From an optimization exercise on the open Yosys and OpenROAD flow, aimed at small area; shortcuts taken in it are not production practice. Where RTL was checked, it was by simulation tests only, not by an equivalence proof against the original. For run 2, only the layout was checked, not whether the RTL still works. No run shown here takes its clock network from TritonCTS; it comes from the design's own scripts or RTL. No driver is modelled on the clock port, so clock power and skew are understated where the tree is cut down; a real chip needs a root buffer or a tree. Power figures rest on the tool's default switching activity, not on a simulated workload.

`design/flow/config.mk`:
```
export PLATFORM = sky130hd
export DESIGN_NAME = simondicefinal
export DESIGN_NICKNAME = simondicefinal
export VERILOG_FILES = /design/flow/design.v
export SDC_FILE = /design/flow/constraint.sdc
export NUM_CORES = 4
export LEC_CHECK = 0
export ABC_AREA = 1
export CAP_MARGIN = 20
export CORE_MARGIN = 2
export CORE_UTILIZATION = 80
export SLEW_MARGIN = 20
```
`design/flow/constraint.sdc`:
```
create_clock -name core_clock -period 10.0 [get_ports {clk}]
set_input_delay 2.0000 -clock core_clock [delete_from_list [all_inputs] [get_ports {clk}]]
set_output_delay 2.0000 -clock core_clock [all_outputs]
set_load 0.01 [all_outputs]
```
`design/flow/design.v`:
```
module simondicefinal (
  input rst,
  input clk,
  input gen,
  input in1,
  input in2,
  input in3,
  input in4,
  output rgen,
  output led1,
  output led2,
  output led3,
  output led4,
  output win,
  output lose,
  output [3:0] oute
);
  wire r = ~rst;
  wire g = ~gen;
  wire [3:0] b = ~{in4, in3, in2, in1};
  wire any = |b;
  reg [6:0] q;
  reg tk;                
  always @(posedge clk) begin
    if (r) begin
      q <= 7'h7f;
      tk <= 1'b0;
    end else begin
      q <= q + 7'd1;
      tk <= q[1] & ~q[0];
    end
  end
  localparam [3:0] S0 = 4'd0, S1 = 4'd1, S2 = 4'd2, ST = 4'd3, S7 = 4'd4, SH = 4'd5,
                   SP = 4'd6, S13 = 4'd7, S14 = 4'd8, AS = 4'd9, AW = 4'd10, AD = 4'd11,
                   AC = 4'd12, S16 = 4'd13, S28 = 4'd14, S29 = 4'd15;
  reg [3:0] st, ns;
  reg [7:0] c;           
  reg [1:0] k;           
  reg [1:0] c1, c2, c3, c4;    
  reg [3:0] lq;          
  reg [3:0] l;
  wire first = (st == S0);
  wire t16 = c[4];
  wire c161 = c[7] & c[5] & c[0];
  wire [1:0] ck = (k == 2'd0) ? c1 : (k == 2'd1) ? c2 : (k == 2'd2) ? c3 : c4;
  wire [3:0] ohs = 4'b1 << ck;
  wire [3:0] ohk = {ohs[2:0], ohs[3]};     
  wire k3 = (k == 2'd3);
  always @(*) begin
    ns = st;
    case (st)
      S0: ns = S1;
      S1: if (c161) ns = S2; else if (g) ns = ST;
      S2: ns = S1;
      ST: if (t16) ns = k3 ? S7 : S2;
      S7: ns = SH;
      SH: if (t16) ns = k3 ? S13 : SP; else if (any) ns = S14;
      SP: if (t16) ns = SH;
      S13: if (t16) ns = S7;
      S14: ns = (b & ohk) != 4'd0 ? AS : S16;
      AS: if (!any) ns = AW;
      AW: if (any) ns = AD;
      AD: ns = AC;
      AC: ns = (b == ohk) ? (k3 ? S28 : AS) : S16;
      S16: ns = S16;
      S28: ns = S29;
      default: ns = S29;
    endcase
  end
  always @(*) begin
    case (st)
      S0, S1, S2, ST, S7, SP, S13: l = 4'b0;
      SH, AS: l = lq | ohk;
      AW, S28: l = lq | 4'b0001;
      AD: l = (k == 2'd1) ? 4'b0 : lq | 4'b0001;
      AC: l = (k == 2'd1) ? lq | 4'b0001 : (k == 2'd2) ? 4'b0 : lq | ohk;
      S29: l = 4'b1111;
      default: l = lq;
    endcase
  end
  wire cnt = (st == S1) | (st == ST) | (st == SH) | (st == SP) | (st == S13);
  wire cclr = (st == S1) ? (c161 | g) : (t16 | ~cnt);
  always @(posedge clk) begin
    if (r)
      st <= S0;
    else if (tk)
      st <= ns;
  end
  always @(posedge clk) begin
    lq <= l;
    c <= (tk & cclr) ? 8'd0 : c + {7'd0, tk};
    if (tk) begin
      if (first)
        k <= 2'd0;
      else if (((st == ST || st == SH) && t16) || (st == AS && !any))
        k <= k + 2'd1;
      else if (st == SH && any)
        k <= 2'd0;
      if (st == S1) begin
        case (k)
          2'd0: c1 <= c[1:0];
          2'd1: c2 <= c[1:0];
          2'd2: c3 <= c[1:0];
          default: c4 <= c[1:0];
        endcase
      end
    end
  end
  assign rgen = (st == S1) | (st == ST) | (st == S13);
  assign {led4, led3, led2, led1} = l;
  assign win = (st == S29);
  assign lose = (st == S16);
  reg [1:0] m3, m3h;
  wire w3 = m3[1];
  wire w9 = m3[1] & m3h[1];
  always @(posedge clk) begin
    if (r) begin
      m3 <= 2'd0;
      m3h <= 2'd0;
    end else if (tk) begin
      m3 <= w3 ? 2'd0 : m3 + 2'd1;
      if (w3)
        m3h <= m3h[1] ? 2'd0 : m3h + 2'd1;
    end
  end
  wire w4 = q[3] & q[2];
  wire w32 = &q[6:2];
  wire [1:0] p = q[1:0];
  reg [8:0] a0, a1, a2, a3;
  reg f431, f443, f181, f179;
  wire wa = (p == 2'd0) ? f431 : (p == 2'd1) ? f443 : (p == 2'd2) ? f181 : f179;
  wire [8:0] na = first ? 9'd1 : wa ? 9'd0 : {a0[7:0], ~(a0[4] ^ a0[8])};
  always @(posedge clk) begin
    a0 <= a1;
    a1 <= a2;
    a2 <= a3;
    a3 <= na;
  end
  reg [5:0] b0, b1, b2, b3;
  reg f47, f37, f25, f11;
  wire wb = (p == 2'd0) ? f47 : (p == 2'd1) ? f37 : (p == 2'd2) ? f25 : f11;
  wire [5:0] nb = first ? 6'd1 : wb ? 6'd0 : {b0[4:0], ~(b0[4] ^ b0[5])};
  always @(posedge clk) begin
    b0 <= b1;
    b1 <= b2;
    b2 <= b3;
    b3 <= nb;
  end
  always @(posedge clk) begin
    if (tk) begin
      f431 <= a1[8] & ~a1[7] & ~a1[6] & ~a1[5] & a1[4] & a1[2] & a1[1] & ~a1[0];
      f443 <= ~a2[8] & ~a2[7] & ~a2[6] & a2[5] & ~a2[4] & a2[3] & ~a2[2] & ~a2[1] & ~a2[0];
      f181 <= a3[8] & ~a3[7] & a3[6] & ~a3[4] & ~a3[1];
      f179 <= ~na[8] & na[6] & ~na[5] & na[4] & ~na[2];
      f47 <= ~b1[5] & b1[4] & ~b1[3] & ~b1[1];
      f37 <= ~b2[4] & b2[3] & ~b2[1] & b2[0];
      f25 <= b3[5] & ~b3[3] & ~b3[0];
      f11 <= nb[5] & ~nb[4];
    end
  end
  wire e_do  = w3 & f11 & f181;
  wire e_re  = w4 & f25 & f47;
  wire e_mi  = f11 & f431;
  wire e_fa  = f25 & f179;
  wire e_sol = w9 & f443;
  wire e_la  = w32 & w3 & f37;
  wire eni = any | win | lose;
  wire co = ~first & (b[0] ? e_do : b[1] ? e_re : b[2] ? e_mi : b[3] ? e_fa :
            win ? e_sol : lose ? e_la : 1'b0);
  reg coq;
  reg [4:0] ni;
  wire step = co & ~coq & eni;
  reg nf;
  always @(*) begin
    case (ni)
      5'd0, 5'd1, 5'd2, 5'd3, 5'd4, 5'd5, 5'd6, 5'd7, 5'd8, 5'd9, 5'd11, 5'd13, 5'd15, 5'd26, 5'd28, 5'd30: nf = 1'b1;
      default: nf = 1'b0;
    endcase
  end
  reg [3:0] d;
  always @(*) begin
    case (ni)
      5'd3: d = 4'h8;
      5'd7: d = 4'h9;
      5'd15: d = 4'ha;
      5'd31: d = 4'hc;
      5'd30: d = 4'hd;
      5'd29: d = 4'he;
      5'd26: d = 4'hf;
      5'd21: d = 4'hf;
      5'd10: d = 4'hf;
      5'd20: d = 4'hf;
      5'd8: d = 4'he;
      5'd17: d = 4'hd;
      5'd2: d = 4'hc;
      5'd5: d = 4'hb;
      5'd11: d = 4'ha;
      5'd23: d = 4'h8;
      5'd14: d = 4'h7;
      5'd28: d = 4'h5;
      5'd25: d = 4'h4;
      5'd18: d = 4'h3;
      5'd4: d = 4'h2;
      5'd9: d = 4'h1;
      5'd19: d = 4'h0;
      5'd6: d = 4'h0;
      5'd13: d = 4'h0;
      5'd27: d = 4'h0;
      5'd22: d = 4'h1;
      5'd12: d = 4'h2;
      5'd24: d = 4'h3;
      5'd16: d = 4'h5;
      5'd0: d = 4'h6;
      5'd1: d = 4'h8;
      default: d = 4'h0;
    endcase
  end
  always @(posedge clk) begin
    if (r) begin
      coq <= 1'b0;
      ni <= 5'd3;
    end else begin
      coq <= co;
      if (step)
        ni <= {ni[3:0], nf};
    end
  end
  assign oute = d;
endmodule
```
`design/flow/flow/run.sh`:
```
#!/bin/bash
# Layout flow: the standard flow (standard.sh) with these changes.
#  - Synthesis is the standard one, except that ABC maps the logic with
#    flow/abc_area.script (repeated area mapping) instead of ORFS's
#    abc_area.script, and adders are left to ABC instead of being mapped to
#    half/full adder cells first; the flip-flops are mapped before ABC, as
#    usual.
#  - The clock tree is built by flow/clock_tree.tcl: the clock port drives
#    four clock buffers, one per quadrant of the placed flip-flops, instead of
#    TritonCTS's H-tree with its dummy loads.
#  - Every input and output port still gets a buffer, but the smallest
#    buffer cell (buf_1) instead of clkdlybuf4s50_1.
# Each tool's output goes to a log file of its own here.
set -euo pipefail
cd "$(dirname "$0")/.."
rm -rf scripts_abc
cp -r "$FLOW_HOME/scripts" scripts_abc
cp flow/abc_area.script scripts_abc/abc_area.script
bash standard.sh SCRIPTS_DIR="$PWD/scripts_abc" ADDER_MAP_FILE= synth > standard_synth.log 2>&1
BUFFER_PORTS_ARGS="-inputs -outputs -buffer_cell sky130_fd_sc_hd__buf_1" bash standard.sh floorplan place > standard_place.log 2>&1
openroad -no_init -exit flow/clock_tree.tcl > clock_tree.log 2>&1
bash standard.sh finish > standard_finish.log 2>&1
```
`design/flow/flow/abc_area.script`:
```
strash
&get -n
&fraig -x
&put
dc2
dch -f
amap
mfs2
strash
dch -f
amap
mfs2
strash
dch -f
amap
topo
```
`design/flow/flow/clock_tree.tcl`:
```
# Clock tree for the placed design: the clock port drives NB buffers, each
# buffer drives the flip-flops of one quadrant (flip-flops split in two by x,
# then each half in two by y). Writes the cts results the standard flow's make expects.
set P $::env(FLOW_HOME)/platforms/$::env(FLOW_PLATFORM)
set R orfs/results/$::env(FLOW_PLATFORM)/simondicefinal/base
read_lef $P/lef/sky130_fd_sc_hd.tlef
read_lef $P/lef/sky130_fd_sc_hd_merged.lef
read_liberty $P/lib/sky130_fd_sc_hd__tt_025C_1v80.lib
read_db $R/3_place.odb
read_sdc $R/3_place.sdc
source $P/setRC.tcl

set block [ord::get_db_block]
set clk [$block findNet clk]
set master [[ord::get_db] findMaster sky130_fd_sc_hd__clkbuf_16]

set sinks {}
foreach it [$clk getITerms] {
  set loc [[$it getInst] getLocation]
  lappend sinks [list [lindex $loc 0] [lindex $loc 1] $it]
}
proc halves {l idx} {
  set l [lsort -integer -index $idx $l]
  set h [expr {[llength $l] / 2}]
  return [list [lrange $l 0 [expr {$h - 1}]] [lrange $l $h end]]
}
set groups {}
foreach half [halves $sinks 0] {
  foreach q [halves $half 1] { lappend groups $q }
}
set i 0
foreach grp $groups {
  set b [odb::dbInst_create $block $master "clkbuf_q$i"]
  set net [odb::dbNet_create $block "clknet_q$i"]
  $net setSigType CLOCK
  [$b findITerm A] connect $clk
  [$b findITerm X] connect $net
  set sx 0
  set sy 0
  foreach s $grp {
    set it [lindex $s 2]
    $it disconnect
    $it connect $net
    set sx [expr {$sx + [lindex $s 0]}]
    set sy [expr {$sy + [lindex $s 1]}]
  }
  set k [llength $grp]
  $b setLocation [expr {$sx / $k}] [expr {$sy / $k}]
  $b setPlacementStatus PLACED
  incr i
}

set_propagated_clock [all_clocks]
detailed_placement
estimate_parasitics -placement
report_clock_skew
puts "worst setup slack [worst_slack -max] hold slack [worst_slack -min]"
check_placement -verbose
write_db $R/4_1_cts.odb
write_sdc -no_timestamp $R/4_cts.sdc
```
`design/flow/standard.sh`:
```
#!/bin/bash
# synth_recipe.tcl (not shown) runs the flow's synth.tcl, then flattens the netlist and writes it again
# the make line also repeats each setting of config.mk as NAME=value (left out here)
make -C /OpenROAD-flow-scripts/flow DESIGN_CONFIG=/design/flow/config.mk WORK_HOME=/design/flow/orfs CLKGATE_MAP_FILE= SYNTH_SCRIPT=/design/flow/synth_recipe.tcl "${@:-finish}"
```
==> results of run 1 <==
state kept, by name, indices dropped and copies added, names as in the netlist, 4 cells and up:
register	count
lq	4
b3	6
st	4
q	7
b1	6
ni	5
b0	6
c	8
a2	9
a3	9
a0	9
a1	9
b2	6
critical path: cells and delay by family, from the launching register on:
| kind | cells | cell delay, ps |
|---|---|---|
| buf+inv | 2 | 270 |
| compound gates | 3 | 720 |
| flops | 1 | 390 |
| simple gates | 5 | 970 |
cells in the mapped netlist (all sizes together):
master	count
o211a	1
a222oi	1
nand3	5
nor2	77
a2111oi	2
edfxtp	18
nand4b	1
nor3b	1
and4b	1
o211ai	3
a311oi	2
nor2b	13
a41oi	1
or4	1
or2	1
a21oi	22
a41o	1
and2	1
a221oi	4
and3	6
a22oi	2
o221ai	4
o2111ai	1
o311ai	1
dfxtp	94
o22ai	6
nor4	5
nand2	28
o41ai	1
nand4	2
a211oi	2
a31oi	5
nor4b	1
o21ai	22
o21a	1
nor3	21
clkinv	49
o22a	1
a311o	1
worst max path at each step:
stage | start | to | slack, ps
2_1_floorplan | k[1] | led1 | 6020
3_3_place_gp | k[1] | led1 | 5850
3_5_place_dp | k[1] | led1 | 5730
5_1_grt | k[1] | led1 | 5260
6_report | k[1] | led1 | 5500
cell families after synthesis:
logic type,after synthesis,synth area share [%]
AO/OA/AOI/OAI,84,13.84
buffers and inverters,49,4.733
flip-flops,112,62.33
AND/OR/NAND/NOR,164,19.09
per-layer routing:
metal | vias to the layer above | part of all wire (%)
li1 | 1464 | -
met1 | 1432 | 39
met2 | 192 | 50
met3 | 42 | 7.2
met4 | 0 | 3.7
met5 | - | 0
power breakdown:
part / switching [mW] / internal (mW)
logic: 0.0367 / 0.0192
clock network: 0.104 / 0.0738
registers: 0.0199 / 0.482
cell type report:
type / count / area, µm²
plain buffers: 4 / 100.1
well taps: 54 / 67.56
fillers: 231 / 574.3
repair buffers: 17 / 63.81
flip-flops and latches: 112 / 2422
inverters: 49 / 183.9
multi-input cells: 248 / 1280
==> summary.txt, run 1 <==
Yosys
  • Post-synthesis sequential area ratio: between 60% and 70%
  • Library cells used by synthesis: 39
  • Syn Nets: about 420
  • Largest area contributor in the netlist: dfxtp_1
  • Seq cells post-synth: 112
  • Mapped Cells: 409
  • Synth Area per Inst: 9.502 µm²
  • Yosys warns: 1
  • Top cells by area, synth: dfxtp_1, edfxtp_1, nor2_1, clkinv_1, a21oi_1
  • Top cell type's share of synthesized area: about half
  • Netlist Area Pre-Place: a little under 0.004 mm²

Die
  • Starting Density: 82.83%
  • CORE AREA: 0.004692 mm²
  • Die H: about 74 µm
  • Rows: 25
  • Ports: 18
  • Die area: around 0.0054 mm²
  • Die Wd: 73.70 µm

Placement
  • IO Port Bufs: 17
  • Dpl hpwl: 5.900 mm
  • DP Area: between 0.004 and 0.005 mm²
  • Inst Count DP: 480
  • Gpl congestion: between 1 and 1.5
  • Pre-CTS setup slack: around 5700 ps

Setup path
  • Worst Reg-to-Reg Cells: 15
  • CP max FO: 4
  • CP startpoint kind: flop
  • Largest stage delay, worst path: between 400 and 500 ps
  • Crit end category: output pin
  • Type of the worst setup path: reg2out
  • RR Startpoint: st[3]
  • Worst reg-to-reg setup slack: roughly 6400 ps
  • Crit-path cells: clkinv_1 > nor2_1 > nor2_1 > a222oi_1 > nor2_1 > a21oi_1 > nor2_1 > o21a_1 > or4_1 > buf_1
  • CP arrival: roughly 2500 ps
  • Crit path max-delay cell type: or4_1
  • Most used cell, CP: nor2_1
  • Reg-to-reg endpoint: ni[0]
  • Crit path required time: ~8000 ps

Timing
  • Final Max Slew Viols: 0
  • Final Hold Fails: 0
  • Worst Slack Setup Final: 5498 ps
  • RSZ-0062 raised after global routing: no
  • Final period util: between 40% and 50%
  • Worst hold slack: ~340 ps
  • Setup TNS: 0 ps
  • Measured slew at the worst slew-check pin: about 820 ps
  • Setup Viol. Count Final: 0
  • Minimum clock period: ~4500 ps
  • Worst Skew: roughly 15 ps
  • Worst relative slew slack: between 40% and 50%
  • Fmax: between 200 and 250 MHz

GRT
  • Largest net degree at the start of global routing: 29
  • M3 GR Usage: under 10%
  • Gr usage total: 31.82%
  • Grt met2 use: between 50% and 60%
  • Total congestion overflow: 0
  • First-pass GRT wire length: about 13 mm
  • Initial antenna violation count: 0
  • Most crowded layer after global routing: met2
  • GRT met1 Usage: 40.00%
  • Number of global-route vias before repair: slightly below 3000

Power
  • Final Power: about 0.74 mW
  • Leak: 1.479 nW
  • Pwr per Cell Area: 178.5 mW/mm²
  • VDD IR max: between 0.2 and 0.25 mV

Route
  • Wirelength per Cell: approximately 17 µm
  • TritonRoute pass-1 iters: 8
  • Via count: around 3100
  • Via density: between 6 and 7
  • Residual DRC: 0
  • Antenna Nets Post-Route: 0
  • WL final: between 8 and 9 mm
  • First DRT Iteration DRCs: roughly 460

Cells and area
  • Nets: between 400 and 500
  • Finished Cell Area: approximately 0.0041 mm²
  • Most common cell after layout, fill and taps aside: dfxtp_1
  • Most frequent cells in the layout: dfxtp_1, nor2_1, clkinv_1
  • N_diodes: 0
  • Syn-to-layout area delta: 5.956%
  • Share of layout cells above drive strength 1: 0.9302%
  • Post-layout util: 87.76%
  • Final cell count without fillers: about 480

Worst hold path
  • Hold Path Class: reg2reg
  • Hold Path Origin: a3[0]
  • WHS Endpoint: a2[0]
  • Hold path cells: 0

Clocking
  • Clock transition at path regs: approximately 100 ps
  • Worst-Skew Late Latency: roughly 170 ps

Status
  • Outcome: no timing/DRC/antenna violations

Flow run
  • MaxCap Viol Count: 0
==> run 2, diff against run 1 <==
--- a/design/flow/design.v
+++ b/design/flow/design.v
@@ -22,11 +22,7 @@
   reg [6:0] q;
-  reg tk;                
-  always @(posedge clk) begin
-    if (r) begin
+  always @(posedge clk) begin
+    if (r)
       q <= 7'h7f;
-      tk <= 1'b0;
-    end else begin
+    else
       q <= q + 7'd1;
-      tk <= q[1] & ~q[0];
-    end
   end
@@ -42,2 +38,3 @@
   wire first = (st == S0);
+  wire tk = q[1] & q[0] & ~(first & (&q[6:2]));
   wire t16 = c[4];
--- a/design/flow/flow/run.sh
+++ b/design/flow/flow/run.sh
@@ -8,4 +8,4 @@
 #  - The clock tree is built by flow/clock_tree.tcl: the clock port drives
-#    four clock buffers, one per quadrant of the placed flip-flops, instead of
-#    TritonCTS's H-tree with its dummy loads.
+#    an inverter that drives four inverters, one per quadrant of the placed
+#    flip-flops, instead of TritonCTS's H-tree with its dummy loads.
 #  - Every input and output port still gets a buffer, but the smallest
--- a/design/flow/flow/clock_tree.tcl
+++ b/design/flow/flow/clock_tree.tcl
@@ -1,4 +1,4 @@
-# Clock tree for the placed design: the clock port drives NB buffers, each
-# buffer drives the flip-flops of one quadrant (flip-flops split in two by x,
-# then each half in two by y). Writes the cts results the standard flow's make expects.
+# Clock tree for the placed design: the clock port drives one inverter,
+# which drives four inverters, each driving the flip-flops of one quadrant
+# (flip-flops split in two by x, then each half in two by y). Writes the cts results the standard flow's make expects.
 set P $::env(FLOW_HOME)/platforms/$::env(FLOW_PLATFORM)
@@ -13,4 +13,4 @@
 set block [ord::get_db_block]
+set db [ord::get_db]
 set clk [$block findNet clk]
-set master [[ord::get_db] findMaster sky130_fd_sc_hd__clkbuf_16]
 
@@ -21,2 +21,20 @@
 }
+
+# root: an inverter at the centre of the flip-flops, driven by the clock port
+set sx 0
+set sy 0
+foreach s $sinks {
+  set sx [expr {$sx + [lindex $s 0]}]
+  set sy [expr {$sy + [lindex $s 1]}]
+}
+set root [odb::dbInst_create $block [$db findMaster sky130_fd_sc_hd__inv_4] "clkinv_root"]
+set rnet [odb::dbNet_create $block "clknet_root"]
+$rnet setSigType CLOCK
+[$root findITerm A] connect $clk
+[$root findITerm Y] connect $rnet
+$root setLocation [expr {$sx / [llength $sinks]}] [expr {$sy / [llength $sinks]}]
+$root setPlacementStatus PLACED
+
+# leaves: one inverter per quadrant of the flip-flops, driven by the root,
+# so every flip-flop sees the clock through two inverters
 proc halves {l idx} {
@@ -30,9 +48,10 @@
 }
+set leaf [$db findMaster sky130_fd_sc_hd__inv_12]
 set i 0
 foreach grp $groups {
-  set b [odb::dbInst_create $block $master "clkbuf_q$i"]
+  set b [odb::dbInst_create $block $leaf "clkinv_q$i"]
   set net [odb::dbNet_create $block "clknet_q$i"]
   $net setSigType CLOCK
-  [$b findITerm A] connect $clk
-  [$b findITerm X] connect $net
+  [$b findITerm A] connect $rnet
+  [$b findITerm Y] connect $net
   set sx 0
==> summary.txt, run 2 <==
Route
  • Via density: 6.183 (-4.4%)
  • Antenna Nets Post-Route: 0 (unchanged)
  • First DRT Iteration DRCs: 407 (-11%)
  • Residual DRC: 0 (unchanged)
  • WL final: 7.875 mm (-6.9%)
  • Met3 WL: 453 µm (-26%)
  • M1 wire length: 3.226 mm (-3.0%)
  • Via count: 3011 (-3.8%)
  • Top layer reached by signal wires: met4
  • Wirelength per Cell: 16.17 µm (-7.5%)
  • Metal2 WL: 3.988 mm (-5.2%)
  • TritonRoute pass-1 iters: 5 (-3)

GRT
  • Number of global-route vias before repair: 2844 (-2.4%)
  • Initial antenna violation count: 0 (unchanged)
  • Largest net degree at the start of global routing: 29 (unchanged)
  • Total congestion overflow: 0 (unchanged)
  • Gr usage total: 30.71% (-1.1 points)
  • First-pass GRT wire length: 13.03 mm (-2.7%)

Setup path
  • CP arrival: 2650 ps (+150 ps)
  • CP bufs+invs: 4 (+2)
  • RR Startpoint: st[1]
  • Cell family with most CP delay: simple AND/OR/NAND/NOR gates
  • Most used cell, CP: nor2_1
  • Crit path max-delay cell type: edfxtp_1
  • Crit path required time: 8000 ps (about the same)
  • Largest stage delay, worst path: 360 ps (-50 ps)
  • Crit. Startpoint: k[1]
  • CP max FO: 5 (+1)
  • Crit-path cells: clkinv_1 > nor2_1 > nor2_1 > a221o_1 > o21ai_0 > clkinv_1 > nor2_1 > clkinv_1 > nor2_1 > nor2_1 > o21ai_0 > buf_1
  • CP startpoint kind: flop
  • Crit end category: output pin
  • Type of the worst setup path: reg2out

Yosys
  • Seq cells post-synth: 111 (-0.89%)
  • Synth Area per Inst: 9.456 µm² (-0.48%)
  • Top cells by area, synth: dfxtp_1, edfxtp_1, nor2_1, clkinv_1, nor3_1
  • Mapped Cells: 409 (unchanged)
  • Most common cell in the netlist: dfxtp_1
  • Adder-cell area share of the yosys netlist: 0% (unchanged)
  • Yosys warns: 1 (unchanged)
  • Mux share of post-synthesis cell area: 0% (unchanged)
  • Top cell type's share of synthesized area: 48.14% (-0.28 points)
  • Xor and xnor fraction of the mapped netlist area: 0% (unchanged)
  • Top_reg_cell synth: dfxtp_1
  • Simple-gate area share of the yosys netlist: 21.74% (+2.6 points)
  • Library cells used by synthesis: 31 (-21%)
  • Largest area contributor in the netlist: dfxtp_1
  • Post-synthesis sequential area ratio: 62.12% (-0.22 points)
  • Syn Nets: 416 (unchanged)
  • Largest family of logic cells by synthesized area: simple AND/OR/NAND/NOR gates
  • Fraction of the mapped netlist area in compound gates: 12.36% (-1.5 points)
  • Synth top cells by count: dfxtp_1, nor2_1, clkinv_1
  • Post-synth EDFFs: 18 (unchanged)
  • Netlist Area Pre-Place: 0.003867 mm² (-0.48%)
  • Post-synth ARST share: 0% (unchanged)

Timing
  • Final Max Slew Viols: 0 (unchanged)
  • Fmax: 215.2 MHz (-3.1%)
  • Minimum clock period: 4648 ps (+146.1 ps)
  • RSZ-0062 raised after global routing: no
  • Final Hold Fails: 0 (unchanged)
  • Worst relative slew slack: 35.86% (-8.9 points)
  • Setup TNS: 0 ps (unchanged)
  • Final period util: 46.48% (+1.5 points)
  • Measured slew at the worst slew-check pin: 952.1 ps (+127.2 ps)
  • Worst Skew: 15.02 ps (-0.3512 ps)
  • Setup Viol. Count Final: 0 (unchanged)
  • Worst Slack Setup Final: 5352 ps (-146.1 ps)

Die
  • Die Wd: 73.53 µm (-0.22%)
  • Die area: 0.005407 mm² (-0.45%)
  • Rows: 25 (unchanged)
  • CORE AREA: 0.004692 mm² (unchanged)
  • Starting Density: 82.43% (-0.40 points)
  • Die H: 73.53 µm (-0.22%)
  • Ports: 18 (unchanged)

Placement
  • Gpl congestion: 1.103 (+4.7%)
  • IO Port Bufs: 17 (unchanged)
  • Dpl hpwl: 5.939 mm (+0.66%)
  • Pre-CTS setup slack: 5672 ps (-54.24 ps)

Worst hold path
  • Hold Path Origin: b1[2]
  • Hold Path Class: reg2reg

Cells and area
  • Syn-to-layout area delta: 5.629%
  • Fillcell total: 235 (+1.7%)
  • Most frequent cells in the layout: dfxtp_1, nor2_1, clkinv_1
  • Most common cell after layout, fill and taps aside: dfxtp_1
  • Nets: 442 (+0.68%)
  • N_diodes: 0 (unchanged)
  • Share of layout cells above drive strength 1: 1.617% (+0.69 points)

Power
  • Pwr per Cell Area: 226.0 mW/mm² (+27%)
  • Leak: 1.449 nW (-2.0%)
  • VDD IR max: 0.2312 mV (-0.26%)

Clocking
  • Worst-Skew Late Latency: 260 ps (+90 ps)
  • Clock transition at path regs: 100 ps (about the same)

Status
  • Outcome: no timing/DRC/antenna violations

Flow run
  • MaxCap Viol Count: 0 (unchanged)
==> run 2: cell count changes after synthesis, moves of 3 or more <==
cell	delta
a211oi_1	+5
clkinv_1	-10
a21oi_1	-5
o22ai_1	-4
nand3_1	+3
nand2_1	+7
nor3_1	+8
==> run 2: kinds of logic (layout without fill, tap and decap cells) <==
kind of cell    count (synthesis)  after routing
buf+inv                        39             63
compound gates                 75             75
simple gates                  184            184
flops                         111            111
==> run 2: area by class of cell <==
type / instances / area, µm² / share of cell area (%)
sequential: 111 / 2402 / 58.81
multi-input combinational: 259 / 1319 / 32.28
inverter: 44 / 217.7 / 5.329
timing repair buffer: 19 / 78.83 / 1.930
tap: 54 / 67.56 / 1.654
==> run 2: path summary, 6_finish.rpt <==
check | endpoint | slack (ps) | cells after the start
setup / recovery | led3 | 5350 | 12
hold / removal | b0[2] | 340 | 0
setup reg to reg | c[2] | 6500 | 9
hold reg to reg | b0[2] | 340 | 0
==> run 2: routing by layer <==
layer	track usage [%]	vias up
met3	3.567	26
met2	52.88	141
met1	41.20	1371
met5	0	-
met4	8.687	0
li1	-	1473
==> run 2: report_power, final <==
| group | switching [mW] | internal (mW) | total, mW |
|---|---|---|---|
| clock network | 0.143 | 0.0223 | 0.165 |
| logic | 0.126 | 0.0603 | 0.186 |
| registers | 0.0448 | 0.527 | 0.572 |
| total | 0.313 | 0.610 | 0.923 |
==> run 2: worst register-to-register path, cell delays in order, from the launching register on <==
cell and delay, ps:
dfxtp_1 390, nor2_1 180, clkinv_1 120, nor3_1 350
clkinv_1 290, o21ai_0 810, clkinv_1 670, and3_1 390
nor2_1 90, nor3_1 50
==> run 2: metrics by stage <==
step	instances	power, mW	hold slack, ps	utilization (%)	instance area (µm²)
floorplan	409	0.6973	309.6	-	3867
global placement	482	0.7477	311.1	85.55	4014
detailed placement	482	0.7625	312.8	85.55	4014
global route	487	0.9689	342.1	87.07	4085
finish	487	0.9231	335.3	87.07	4085
==> run 3, diff against run 2 <==
--- a/design/flow/design.v
+++ b/design/flow/design.v
@@ -34,3 +34,3 @@
   reg [1:0] k;           
-  reg [1:0] c1, c2, c3, c4;    
+  reg [1:0] cr0, cr1, cr2, cr3;
   reg [3:0] lq;          
@@ -41,3 +41,4 @@
   wire c161 = c[7] & c[5] & c[0];
-  wire [1:0] ck = (k == 2'd0) ? c1 : (k == 2'd1) ? c2 : (k == 2'd2) ? c3 : c4;
+  wire [1:0] ks = k - q[1:0];   
+  wire [1:0] ck = (ks == 2'd0) ? cr0 : (ks == 2'd1) ? cr1 : (ks == 2'd2) ? cr2 : cr3;
   wire [3:0] ohs = 4'b1 << ck;
@@ -95,11 +96,9 @@
         k <= 2'd0;
-      if (st == S1) begin
-        case (k)
-          2'd0: c1 <= c[1:0];
-          2'd1: c2 <= c[1:0];
-          2'd2: c3 <= c[1:0];
-          default: c4 <= c[1:0];
-        endcase
-      end
-    end
+    end
+  end
+  always @(posedge clk) begin
+    cr0 <= cr1;
+    cr1 <= cr2;
+    cr2 <= cr3;
+    cr3 <= (st == S1 && k == q[1:0]) ? c[1:0] : cr0;
   end
==> summary.txt, run 3 <==
Timing
  • Final Hold Fails: 0 (unchanged)
  • Setup TNS: 0 ps (unchanged)
  • Setup Viol. Count Final: 0 (unchanged)
  • Final Max Slew Viols: 0 (unchanged)
  • Fmax: 194.8 MHz (-9.5%)
  • Worst Skew: 16.80 ps (+1.771 ps)
  • RSZ-0062 raised after global routing: no
  • Worst relative slew slack: 50.11% (+14 points)
  • Minimum clock period: 5133 ps (+485.8 ps)
  • Measured slew at the worst slew-check pin: 744.9 ps (-207.2 ps)
  • Final period util: 51.33% (+4.9 points)

Placement
  • Dpl hpwl: 6.617 mm (+11%)
  • Inst Count DP: 492 (+2.1%)
  • DP Area: 0.003978 mm² (-0.90%)
  • Gpl congestion: 0.9426 (-15%)
  • IO Port Bufs: 17 (unchanged)

Power
  • Part of the power in registers: 61.1% (-0.9 points)
  • Switching pwr: 0.3332 mW (+6.3%)
  • Pwr per Cell Area: 233.7 mW/mm² (+3.4%)
  • VDD IR max: 0.2256 mV (-2.4%)
  • Switching portion of total power: 35.21% (+1.3 points)
  • Internal power: 0.6129 mW (+0.52%)
  • Clock group share of total power: 17.7% (-0.2 points)
  • Leak: 1.454 nW (+0.32%)
  • Combinational power share: 21.3% (+1.1 points)

Yosys
  • Library cells used by synthesis: 35 (+13%)
  • Seq cells post-synth: 111 (unchanged)
  • Most common cell in the netlist: dfxtp_1
  • Largest area contributor in the netlist: dfxtp_1
  • Synth Area per Inst: 9.148 µm² (-3.3%)
  • Post-synth EDFFs: 10 (-8)
  • Netlist Area Pre-Place: 0.003824 mm² (-1.1%)
  • Mapped Cells: 418 (+2.2%)
  • Post-synthesis sequential area ratio: 60.73% (-1.4 points)
  • Top cells by area, synth: dfxtp_1, edfxtp_1, nor2_1, clkinv_1, o21ai_0
  • Synth top cells by count: dfxtp_1, nor2_1, clkinv_1
  • Top_reg_cell synth: dfxtp_1
  • Top cell type's share of synthesized area: 52.88% (+4.7 points)
  • Post-synth ARST share: 0% (unchanged)
  • Syn Nets: 425 (+2.2%)
  • Yosys warns: 1 (unchanged)

Route
  • Antenna Nets Post-Route: 0 (unchanged)
  • Via density: 6.523 (+5.5%)
  • Top layer reached by signal wires: met4
  • First DRT Iteration DRCs: 439 (+7.9%)
  • Met3 WL: 688 µm (+52%)
  • TritonRoute pass-1 iters: 5 (unchanged)
  • WL final: 9.146 mm (+16%)
  • Via count: 3242 (+7.7%)
  • Metal2 WL: 4.556 mm (+14%)
  • M1 wire length: 3.558 mm (+10%)
  • Wirelength per Cell: 18.40 µm (+14%)
  • Residual DRC: 0 (unchanged)

Setup path
  • CP arrival: 3130 ps (+480 ps)
  • Crit path required time: 8000 ps (about the same)
  • Crit. Startpoint: q[0]
  • Type of the worst setup path: reg2out
  • RR Startpoint: q[0]
  • CP max FO: 8 (+3)
  • CP startpoint kind: flop
  • Crit end category: output pin

Cells and area
  • Final cell count without fillers: 497 (+2.1%)
  • FF+latch area: 0.002322 mm² (-3.3%)
  • Share of layout cells above drive strength 1: 1.806% (+0.19 points)
  • Multi-input logic area: 0.001325 mm² (+0.47%)
  • Finished Cell Area: 0.004049 mm² (-0.89%)
  • Fillcell total: 207 (-12%)
  • Most frequent cells in the layout: dfxtp_1, nor2_1, clkinv_1
  • Most common cell after layout, fill and taps aside: dfxtp_1
  • N_diodes: 0 (unchanged)
  • Nets: 452 (+2.3%)
  • Syn-to-layout area delta: 5.890%

GRT
  • Largest net degree at the start of global routing: 29 (unchanged)
  • Number of global-route vias before repair: 3056 (+7.5%)
  • Gr usage total: 35.30% (+4.6 points)
  • First-pass GRT wire length: 14.80 mm (+14%)
  • Total congestion overflow: 0 (unchanged)
  • Initial antenna violation count: 0 (unchanged)

Clocking
  • Clock transition at path regs: 110 ps (about the same)
  • Worst-Skew Late Latency: 260 ps (about the same)

Die
  • Die area: 0.005349 mm² (-1.1%)
  • Starting Density: 82.04% (-0.39 points)
  • Die H: 73.14 µm (-0.54%)
  • Ports: 18 (unchanged)
  • Die Wd: 73.14 µm (-0.54%)
  • Rows: 25 (unchanged)
  • CORE AREA: 0.004661 mm² (-0.67%)

Worst hold path
  • Hold Path Origin: b3[4]
  • Hold Path Class: reg2reg

Status
  • Outcome: no timing/DRC/antenna violations

Flow run
  • MaxCap Viol Count: 0 (unchanged)
[run 3: changes by cell type after synthesis, moves of 3 or more]
cell	previous run	this run
dfxtp_1	93	101
nor2_1	75	80
edfxtp_1	18	10
clkinv_1	39	47
o21ai_0	24	27
nor3_1	29	22
nor2b_1	15	12
[run 3: kinds of logic (layout without fill, tap and decap cells)]
logic type / Yosys count / count (layout) / synth area share [%]
AO/OA/AOI/OAI: 83 / 83 / 13.94
buffers and inverters: 47 / 72 / 4.614
flip-flops: 111 / 111 / 60.73
AND/OR/NAND/NOR: 177 / 177 / 20.71
[run 3: worst paths after layout]
check | end | slack, ps | cells after the start
min | b2[4] | 320 | 0
max reg2reg | st[0] | 6280 | 17
max | led3 | 4870 | 13
min reg2reg | b2[4] | 320 | 0
[run 3: metrics by stage]
stage / hold WS (ps) / util, % / total power, mW / worst slack, ps
after global placement: 309.8 / 85.34 / 0.7560 / 5588
after global routing: 333.4 / 86.87 / 0.9829 / 4625
final: 321.4 / 86.87 / 0.9461 / 4867
after detailed placement: 312.1 / 85.34 / 0.7764 / 5420
after floorplan: 309.6 / - / 0.7017 / 5803
[run 3: layout make-up]
class / count / share of cell area [%]
sequential: 111 / 57.35
multi-input combinational: 260 / 32.73
tap: 54 / 1.669
timing repair buffer: 20 / 2.132
inverter: 52 / 6.119
[run 3: power groups by stage]
stage          registers (mW)  clock network, mW  logic (mW)
6_report                0.578              0.167       0.201
5_1_grt                 0.583              0.178       0.222
3_5_place_dp            0.584                  0       0.192
3_3_place_gp            0.579                  0       0.177
2_1_floorplan           0.565                  0       0.136
[run 3: routing by layer]
layer	GRT usage [%]	up-vias
li1	-	1493
met1	44.26	1488
met2	63.46	211
met3	3.867	50
met4	11.32	0
met5	0	-
[run 3: critical path, stage by stage, from the launching register on]
cell,delay [ps]
dfxtp_1,500
clkinv_1,260
a21oi_1,340
clkinv_1,210
o22ai_1,180
nor2_1,60
a21oi_1,160
nor2_1,50
a21oi_1,250
clkinv_1,130
nor2_1,160
clkinv_1,120
o221ai_1,260
buf_1,180
==> run 4, diff against run 3 <==
--- a/design/flow/design.v
+++ b/design/flow/design.v
@@ -28,5 +28,5 @@
   end
-  localparam [3:0] S0 = 4'd0, S1 = 4'd1, S2 = 4'd2, ST = 4'd3, S7 = 4'd4, SH = 4'd5,
-                   SP = 4'd6, S13 = 4'd7, S14 = 4'd8, AS = 4'd9, AW = 4'd10, AD = 4'd11,
-                   AC = 4'd12, S16 = 4'd13, S28 = 4'd14, S29 = 4'd15;
+  localparam [3:0] S0 = 4'd5, S1 = 4'd3, S2 = 4'd7, ST = 4'd4, S7 = 4'd6, SH = 4'd0,
+                   SP = 4'd1, S13 = 4'd2, S14 = 4'd9, AS = 4'd12, AW = 4'd10, AD = 4'd11,
+                   AC = 4'd15, S16 = 4'd13, S28 = 4'd14, S29 = 4'd8;
   reg [3:0] st, ns;
==> design/flow/flow/abc_area.script (replaced) <==
strash
&get -n
&fraig -x
&put
dc2
dch -f
amap
mfs3 -a
strash
dch -f
amap
mfs3 -a
strash
dch -f
amap
topo
==> summary.txt, run 4 <==
Flow run
  • MaxCap Viol Count: 0 (unchanged)

Cells and area
  • N_diodes: 0 (unchanged)
  • Nets: 434 (-4.0%)
  • FF+latch area: 0.002322 mm² (unchanged)
  • Share of layout cells above drive strength 1: 1.647% (-0.16 points)
  • Syn-to-layout area delta: 5.731%
  • Most frequent cells in the layout: dfxtp_1, nor2_1, clkinv_1
  • Post-layout util: 89.33% (+2.5 points)
  • Most common cell after layout, fill and taps aside: dfxtp_1
  • Multi-input logic area: 0.001275 mm² (-3.8%)
  • Fillcell total: 187 (-9.7%)

Yosys
  • Library cells used by synthesis: 33 (-5.7%)
  • Top cells by area, synth: dfxtp_1, edfxtp_1, nor2_1, o21ai_0, clkinv_1
  • Yosys warns: 1 (unchanged)
  • Synth top cells by count: dfxtp_1, nor2_1, clkinv_1
  • Seq cells post-synth: 111 (unchanged)
  • Netlist Area Pre-Place: 0.003755 mm² (-1.8%)
  • Syn Nets: 408 (-4.0%)
  • Post-synthesis sequential area ratio: 61.85% (+1.1 points)
  • Post-synth EDFFs: 10 (unchanged)
  • Largest area contributor in the netlist: dfxtp_1
  • Synth Area per Inst: 9.364 µm² (+2.4%)
  • Post-synth ARST share: 0% (unchanged)
  • Most common cell in the netlist: dfxtp_1
  • Mapped Cells: 401 (-4.1%)
  • Top_reg_cell synth: dfxtp_1
  • Top cell type's share of synthesized area: 53.85% (+0.97 points)

Clocking
  • Worst-Skew Late Latency: 260 ps (about the same)
  • Clock transition at path regs: 100 ps (about the same)

Timing
  • Measured slew at the worst slew-check pin: 834.1 ps (+89.20 ps)
  • Setup TNS: 0 ps (unchanged)
  • Setup Viol. Count Final: 0 (unchanged)
  • Final Hold Fails: 0 (unchanged)
  • Fmax: 204.9 MHz (+5.2%)
  • RSZ-0062 raised after global routing: no
  • Worst Slack Setup Final: 5119 ps (+252.2 ps)
  • Worst Skew: 8.617 ps (-8.179 ps)
  • Final period util: 48.81% (-2.5 points)
  • Minimum clock period: 4881 ps (-252.2 ps)
  • Worst relative slew slack: 43.81% (-6.3 points)
  • Final Max Slew Viols: 0 (unchanged)

GRT
  • Initial antenna violation count: 0 (unchanged)
  • Total congestion overflow: 0 (unchanged)
  • Largest net degree at the start of global routing: 29 (unchanged)
  • First-pass GRT wire length: 13.49 mm (-8.9%)
  • Number of global-route vias before repair: 2904 (-5.0%)
  • Gr usage total: 32.71% (-2.6 points)

Route
  • WL final: 8.513 mm (-6.9%)
  • Residual DRC: 0 (unchanged)
  • Antenna Nets Post-Route: 0 (unchanged)
  • Via count: 3105 (-4.2%)
  • First DRT Iteration DRCs: 353 (-20%)
  • Via density: 6.509 (-0.21%)
  • TritonRoute pass-1 iters: 6 (+1)
  • Wirelength per Cell: 17.85 µm (-3.0%)

Setup path
  • Crit path required time: 8000 ps (about the same)
  • CP startpoint kind: flop
  • CP max FO: 7 (-1)
  • CP arrival: 2880 ps (-250 ps)
  • Largest stage delay, worst path: 510 ps (about the same)
  • Crit path max-delay cell type: edfxtp_1
  • Crit-path cells: clkinv_1 > o21ai_0 > clkinv_1 > a22oi_1 > o221ai_1 > o21ai_0 > nor2_1 > o21a_1 > or4_1 > buf_1
  • Crit end category: output pin
  • Type of the worst setup path: reg2out

Die
  • Ports: 18 (unchanged)
  • Die H: 72.51 µm (-0.85%)
  • CORE AREA: 0.004444 mm² (-4.6%)
  • Rows: 24 (-4.0%)
  • Die Wd: 72.51 µm (-0.85%)
  • Die area: 0.005258 mm² (-1.7%)
  • Starting Density: 84.49% (+2.4 points)

Worst hold path
  • Hold Path Class: reg2reg

Placement
  • Gpl congestion: 0.9586 (+1.7%)
  • Pre-CTS setup slack: 5473 ps (+53.16 ps)
  • Dpl hpwl: 6.220 mm (-6.0%)
  • IO Port Bufs: 17 (unchanged)

Status
  • Outcome: no timing/DRC/antenna violations

Power
  • Leak: 1.426 nW (-2.0%)
  • Pwr per Cell Area: 257.7 mW/mm² (+10%)
  • VDD IR max: 0.2160 mV (-4.3%)
==> run 4: cell types whose count changed in the layout (fill, tap and decap cells not counted), moves of 4 or more <==
cell / previous run / this run
nor2_1: 80 / 69
o21ai_0: 27 / 35
a2111oi_0: 4 / 0
nand2_1: 33 / 29
clkinv_1: 47 / 42
==> run 4: cells by family after synthesis <==
logic type | share of synthesized area, %
AND/OR/NAND/NOR | 19.06
flip-flops | 61.85
AO/OA/AOI/OAI | 14.90
buffers and inverters | 4.199
==> run 4: worst max-delay path: cells and delay by family (launching register included) <==
kind	cells	cell delay (ps)
compound gates	5	1110
simple gates	2	560
flops	1	510
buf+inv	3	460
==> run 4: layer usage <==
metal  track usage, %  share of wire (%)  vias up
li1                 -                  -     1435
met1            42.06                 39     1420
met2            56.37                 48      202
met3            3.194                7.8       48
met4            14.61                4.7        0
met5                0                  0        -
==> run 4: worst paths after layout <==
kind	to	cells after the start	startpoint	slack (ps)
max	led1	10	k[0]	5120
max reg2reg	st[1]	16	k[1]	6540
min	b0[0]	0	b1[0]	330
min reg2reg	b0[0]	0	b1[0]	330
==> run 4: area by class of cell <==
type                    count  area share, %
flip-flops and latches    111          58.49
multi-input cells         248          32.11
inverters                  47          5.767
repair buffers             19          1.986
well taps                  52          1.639
==> run 4: where the power goes <==
part	switching, mW	leakage [nW]	internal (mW)
Clock	0.141	0.0336	0.0223
Sequential	0.0578	0.924	0.532
Combinational	0.185	0.468	0.0848
==> run 4: metrics by stage <==
step | power [mW] | cell area (µm²) | instances | hold slack, ps
floorplan | 0.7639 | 3755 | 401 | 309.6
global placement | 0.8344 | 3899 | 472 | 310.3
finish | 1.023 | 3970 | 477 | 328.7
global route | 1.068 | 3970 | 477 | 334.0
detailed placement | 0.8551 | 3899 | 472 | 312.1

==> afterwards: timing with drivers on the ports <==
No port has a modelled driver above. Below, the same layouts with a new extraction and two added sets of constraints.
Step 1: set_driving_cell puts a clkbuf_16 on clk and a buf_2 on each other input, an assumption about the parent block.
Step 2 adds t to the input delays and takes it off the output delays; t is the mean of the earliest and latest rising clock arrival at the registers after step 1. Input paths then give back, and output paths get back, about the clock's delay inside the block.
Three values: ideal, step 1, step 2; two values: the first two.
run	shift t [ns]	slack for setup (ns)	hold WS [ns]	slew at the worst register clock pin (ns)	cell pins on the clock port's net
run 1	0.235	5.498 / 5.425 / 5.660	0.335 / 0.335 / 0.335	0.11 / 0.11	4
run 2	0.289	5.352 / 5.319 / 5.608	0.335 / 0.335 / 0.335	0.11 / 0.11	1
run 3	0.284	4.867 / 4.837 / 5.122	0.321 / 0.321 / 0.321	0.11 / 0.11	1
run 4	0.284	5.119 / 5.088 / 5.372	0.329 / 0.329 / 0.329	0.10 / 0.10	1
After both steps setup and hold are still met in every run listed.
